From an optimization exercise on the open Yosys and OpenROAD flow, aimed at small area; shortcuts taken in it are not production practice.
Function not checked in this run: the RTL went through the layout flow alone.
Power is estimated from default activity; no workload was simulated.

==> flow/design.v <==
`timescale 1ns / 1ps
module synch_fifo #(
    parameter   FIFO_WIDTH = 32,                       
    parameter   FIFO_DEPTH = 16,                       
    parameter   FIFO_PTR = 4                           
) (
    input       clk,                                   
    input       rst_n,                                 
    input       fifo_wren,                             
    input       fifo_rden,                             
    input       [FIFO_WIDTH-1:0] fifo_wrdata,          
    output      [FIFO_WIDTH-1:0] fifo_rddata,          
    output      fifo_full,                             
    output      fifo_empty,                            
    output      [FIFO_PTR:0] fifo_room_avail,          
    output      [FIFO_PTR:0] fifo_data_avail           
);
reg [FIFO_WIDTH-1:0] mem [0:FIFO_DEPTH-1];       
reg [FIFO_PTR-1:0] count;                        
assign fifo_full = (count == FIFO_DEPTH - 1);
assign fifo_empty = (count == 0);
assign fifo_data_avail = {1'b0, count};
assign fifo_room_avail = FIFO_DEPTH - {1'b0, count};
wire shift = fifo_wren && !fifo_full;
integer i;
always @(posedge clk) begin
    if (shift) begin
        mem[0] <= fifo_wrdata;
        for (i = 1; i < FIFO_DEPTH; i = i + 1)
            mem[i] <= mem[i-1];
    end
end
always @(posedge clk or negedge rst_n) begin
    if (!rst_n)
        count <= 0;
    else if (fifo_wren && !fifo_rden && !fifo_full)
        count <= count + 1'b1;
    else if (fifo_rden && !fifo_wren && !fifo_empty)
        count <= count - 1'b1;
end
wire [3:0] lo_n, hi_n;
fifo_dec2n u_lo (.a(count[1:0]), .y_n(lo_n));
fifo_dec2n u_hi (.a(count[3:2]), .y_n(hi_n));
genvar b, w, h;
generate
    for (h = 0; h < 2; h = h + 1) begin : g_half
        wire [FIFO_DEPTH-1:0] sel;
        for (w = 0; w < FIFO_DEPTH; w = w + 1) begin : g_sel
            fifo_nor2 u_nor (.a(lo_n[w%4]), .b(hi_n[w/4]), .y(sel[w]));
        end
        for (b = h * FIFO_WIDTH / 2; b < (h + 1) * FIFO_WIDTH / 2; b = b + 1) begin : g_bit
            wire [FIFO_DEPTH-1:0] col;
            for (w = 0; w < FIFO_DEPTH; w = w + 1) begin : g_word
                assign col[w] = mem[w][b];
            end
            wire [5:0] y;
            for (w = 0; w < 5; w = w + 1) begin : g_grp
                fifo_aoi222 u_aoi (.a(col[3*w+2:3*w]), .s(sel[3*w+2:3*w]), .y(y[w]));
            end
            fifo_nand2 u_last (.a(col[15]), .b(sel[15]), .y(y[5]));
            fifo_nand6 u_out (.a(y), .y(fifo_rddata[b]));
        end
    end
endgenerate
endmodule
module fifo_dec2n (
    input  [1:0] a,
    output [3:0] y_n
);
assign y_n = ~(4'd1 << a);
endmodule
module fifo_nor2 (
    input  a,
    input  b,
    output y
);
assign y = ~(a | b);
endmodule
module fifo_aoi222 (
    input  [2:0] a,
    input  [2:0] s,
    output y
);
assign y = ~|(a & s);
endmodule
module fifo_nand2 (
    input  a,
    input  b,
    output y
);
assign y = ~(a & b);
endmodule
module fifo_nand6 (
    input  [5:0] a,
    output y
);
assign y = ~&a;
endmodule
==> flow/flow/run.sh <==
#!/bin/bash
# The standard layout, with smaller port buffers and no CTS dummy loads.
set -euo pipefail
export BUFFER_PORTS_ARGS="-buffer_cell sky130_fd_sc_hd__buf_1"
export CTS_ARGS="-sink_clustering_enable -repair_clock_nets -dont_use_dummy_load -buf_list sky130_fd_sc_hd__clkbuf_16 -sink_clustering_size 30 -sink_clustering_max_diameter 100"
bash standard.sh finish > standard.log 2>&1
==> flow/standard.sh <==
#!/bin/bash
# synth_recipe.tcl (not shown) runs the flow's synth.tcl, then flattens the netlist and writes it again
# the make line also repeats each setting of config.mk as NAME=value (left out here)
make -C /OpenROAD-flow-scripts/flow DESIGN_CONFIG=/design/flow/config.mk WORK_HOME=/design/flow/orfs CLKGATE_MAP_FILE= SYNTH_SCRIPT=/design/flow/synth_recipe.tcl "${@:-finish}"
==> flow/config.mk <==
export PLATFORM = sky130hd
export DESIGN_NAME = synch_fifo
export DESIGN_NICKNAME = synch_fifo
export VERILOG_FILES = /design/flow/design.v
export SDC_FILE = /design/flow/constraint.sdc
export NUM_CORES = 4
export LEC_CHECK = 0
export CAP_MARGIN = 5
export CORE_MARGIN = 2
export CORE_UTILIZATION = 65
export SLEW_MARGIN = 5
export SYNTH_HIERARCHICAL = 1
==> flow/constraint.sdc <==
create_clock -name core_clock -period 10.0 [get_ports {clk}]
set_input_delay 2.0000 -clock core_clock [delete_from_list [all_inputs] [get_ports {clk}]]
set_output_delay 2.0000 -clock core_clock [all_outputs]
set_load 0.01 [all_outputs]
==> impl_results.md <==
- Status: no timing/DRC/antenna violations
- Die height: 171 µm
- Clock Latency Late Sink: 0.54 ns
- Cell internal pwr: 3.71 mW
- NumNets Final: 996
- DRT antenna net count: 0
- Startpoint types: register
- Worst Path Buf+Inv: 1
- Crit Reg-Reg Startpoint: count[0]
- Crit share post-route: 52.2%
- Vias: 9602
- Via-to-Cell Ratio: 7.21
- All-Layer GR Usage: 24.8%
- Routed wire length: 36.1 mm
- Initial Util: 65.5%
- Initial antenna violation count: 1
- H-Tree Depth: 1
- Critical path class: register to primary output
- LEAKAGE: 6.15 nW
- Gate power share: 25.6%
- Fin util: 70.8%
- Cell Area, Synth: 18100 µm²
- Worst vdd ir: 0.303 mV
- DRC viols: 0
- Sw Share: 32.1%
- Initial DRC Count: 2205
- Core area: 27600 µm²
- Xor and xnor fraction of the mapped netlist area: 0.243%
- Max incr delay on CP: 0.83 ns
- Post-Synth Adder-Cell Area: 0.388%
- Slew Limit Fails: 0
- Clock Pin Slew Worst Setup and Hold Paths: 0.11 ns
- Cells after Synth: 841
- Final HPWL DP: 21.6 mm
- Reg power frac: 56.9%
- CP max stage cell: nor2_2
- Tightest Pin Transition: 1.18 ns
- Syn Area/Cell: 21.5 µm²
- Maxcap violations: 0
- Critical path's top delay family: simple AND/OR/NAND/NOR gates
- Final setup fails: 0
- Die Wd: 171 µm
- Synth Area in Compound Gates: 8.94%
- Final Skew: 0.0635 ns
- Origin of the worst setup path: count[0]
- Ys Warns: 8
- CP endpoint kind: primary output
- Hold Fails Final Rpt: 0
- Clock sink total: 516
- Relative slew slack: 20.9%
- Clock buffer count from CTS: 21
- Remaining global-route overflow: 0
- Combinational family with the most area after synthesis: compound AO/OA/AOI/OAI gates
- RD Place Congestion: 0.842
- TritonRoute pass-1 iters: 10
- Number of port buffers: 78
- Post-CTS sizing: 0
- Unrepaired setup endpoints after global routing: false
- Register area share after synthesis: 85.7%
- Pwr dens: 280 nW/µm²
- Psw: 1.75 mW
- Die area: 29100 µm²
- Vias in the first global route: 8804
- Row count: 61
- Min Hold Slack: 0.392 ns
- Synthesized netlist net count: 882
- Clock power frac: 17.5%
- Post-synthesis mux area share: 0.222%
- Max Fclk: 0.191 GHz
- Setup Fix Bufs, Post-CTS: 0
- Clock Path Buffers: 3
- Io pins: 80
- Hold wc startpoint: mem[13][27]
- Sum Neg Setup Slack: 0 ns
- CTS Root Cell: clkbuf_16
- Distinct cells, synth: 26
- Worst-path cell chain: nand2b_1, nor2_2, a222oi_1, and4_1, nand3_1, buf_1
- Cts hold-fix bufs: 0
- Critical Path AT: 3.22 ns
- CP required: 8.00 ns
- Synthesized flop and latch total: 516
- Largest net degree at the start of global routing: 202
- Mean routed wirelength per cell: 27.2 µm
- TritonCTS clock tree: done
- Worst Hold Class: register to register
- CP max FO: 16
- Simple-gate share of the synthesized area: 4.29%
- First-pass GRT wire length: 54.2 mm
- Final Critical Period: 5.22 ns
- Diode count: 0
- Area Growth Syn to Fin: 8.02%
- Layout cell share with drive strength beyond 1: 5.67%
## flip-flops by register name, indices dropped and copies added (netlist names)
signal / cells
count: 4
mem: 512
## placed cells by master (no fill, tap or decap), types with 4 or more instances in the layout
master,n
edfxtp_1,512
a222oi_1,160
buf_1,78
nand2_1,34
nand3_1,33
and4_1,32
clkbuf_16,21
nor2_1,19
buf_4,14
nor2_2,13
ha_1,4
nand2b_1,4
dfrtp_1,4
## worst paths after layout
kind                                    to  slack [ns]  cells past startpoint
max                        fifo_rddata[24]        4.78                      6
min reg2reg                    mem[14][27]        0.39                      0
min in group asynchronous         count[0]        1.28                      1
max in group asynchronous         count[3]        8.50                      1
min                            mem[14][27]        0.39                      0
max reg2reg                     mem[1][16]        6.71                      4
## modules after synthesis (local to each module, per instance)
module / cell area (µm²) / flops+latches / cells
fifo_dec2n: 22.5 / 0 / 4
fifo_nand6: 13.8 / 0 / 2
fifo_nor2: 3.75 / 0 / 1
synch_fifo: 15700 / 516 / 545
fifo_aoi222: 10.0 / 0 / 1
fifo_nand2: 3.75 / 0 / 1
## area by class of cell
cell class,count,area [µm²]
inverter,3,11.3
tap,378,473
timing repair buffer,94,438
fill,1721,8050
multi-input combinational,319,2580
sequential,516,15500
clock buffer,21,526
## worst reg2reg max path, stage by stage, from the launching register on
cell and delay, ns:
dfrtp_1 0.54, ha_1 0.26, nand3_1 0.17, and2_4 0.81, buf_4 1.08
## power by group through the flow
stage	Clock, mW	Combinational, mW	Sequential (mW)
floorplan	0	0.782	3.13
global placement	0	1.35	3.11
detailed placement	0	1.37	3.14
CTS	0.977	1.38	3.10
global route	1.04	1.49	3.15
finish	0.958	1.40	3.11
## logic make-up after synthesis
group / Yosys count
adder cells (fa/ha/maj): 5
other: 1
AO/OA/AOI/OAI: 162
AND/OR/NAND/NOR: 143
flip-flops: 516
buffers and inverters: 6
XOR/XNOR: 5
multiplexers: 3
## through the flow
step	setup WS, ns	area (µm²)	total power, mW	cells
final	4.78	19500	5.46	1331
after global routing	4.64	19500	5.68	1331
after CTS	4.75	19500	5.46	1331
after detailed placement	5.39	19000	4.51	1310
after global placement	5.43	19000	4.47	1310
after floorplan	1.33	18100	3.91	841
## per-layer routing
layer / track usage [%] / vias to the layer above / routed length [µm]
met2: 33.4 / 661 / 15400
met5: 0 / - / 10
li1: - / 4019 / -
met4: 3.94 / 2 / 479
met3: 5.78 / 38 / 4450
met1: 42.4 / 4882 / 15800
## cell usage after synthesis (all sizes together)
cell,number,area [µm²]
a21o,1,7.51
a21oi,1,5.00
a222oi,160,1600
and2,2,15.0
and4,32,280
buf,3,22.5
conb,1,3.75
dfrtp,4,100
edfxtp,512,15400
fa,1,20.0
ha,4,50.1
inv,3,11.3
mux2,2,30.0
mux2i,1,10.0
nand2,34,128
nand2b,4,25.0
nand3,33,165
nand3b,1,7.51
nor2,32,120
nor3,1,5.00
nor3b,1,7.51
or2,2,12.5
or3b,1,8.76
xnor2,3,26.3
xor2,2,17.5

==> what the ideal ports hide <==
The flow's constraints put no driver on any port. The routed layout listed below was extracted and timed again, unchanged, in two steps. Step 1, drivers: a clkbuf_16 drives clk and a buf_2 each remaining input, both assumed. Step 2, shift: input delay + t, output delay - t, t = (earliest + latest rising clock arrival at the registers) / 2. This alone moves slack from input paths to output paths. Slacks: ideal / step 1 / step 2; pairs: ideal / step 1.
t, ns: 0.563
setup WS [ns]: 4.777 / 4.725 / 5.288
worst register clock-pin slew, ns: 0.11 / 0.11
worst data-port slew with drivers (ns): 0.04
After both steps setup and hold are still met in this run. For this run, drivers alone change the setup slack by -0.052 ns; drivers and shift together by +0.511 ns.
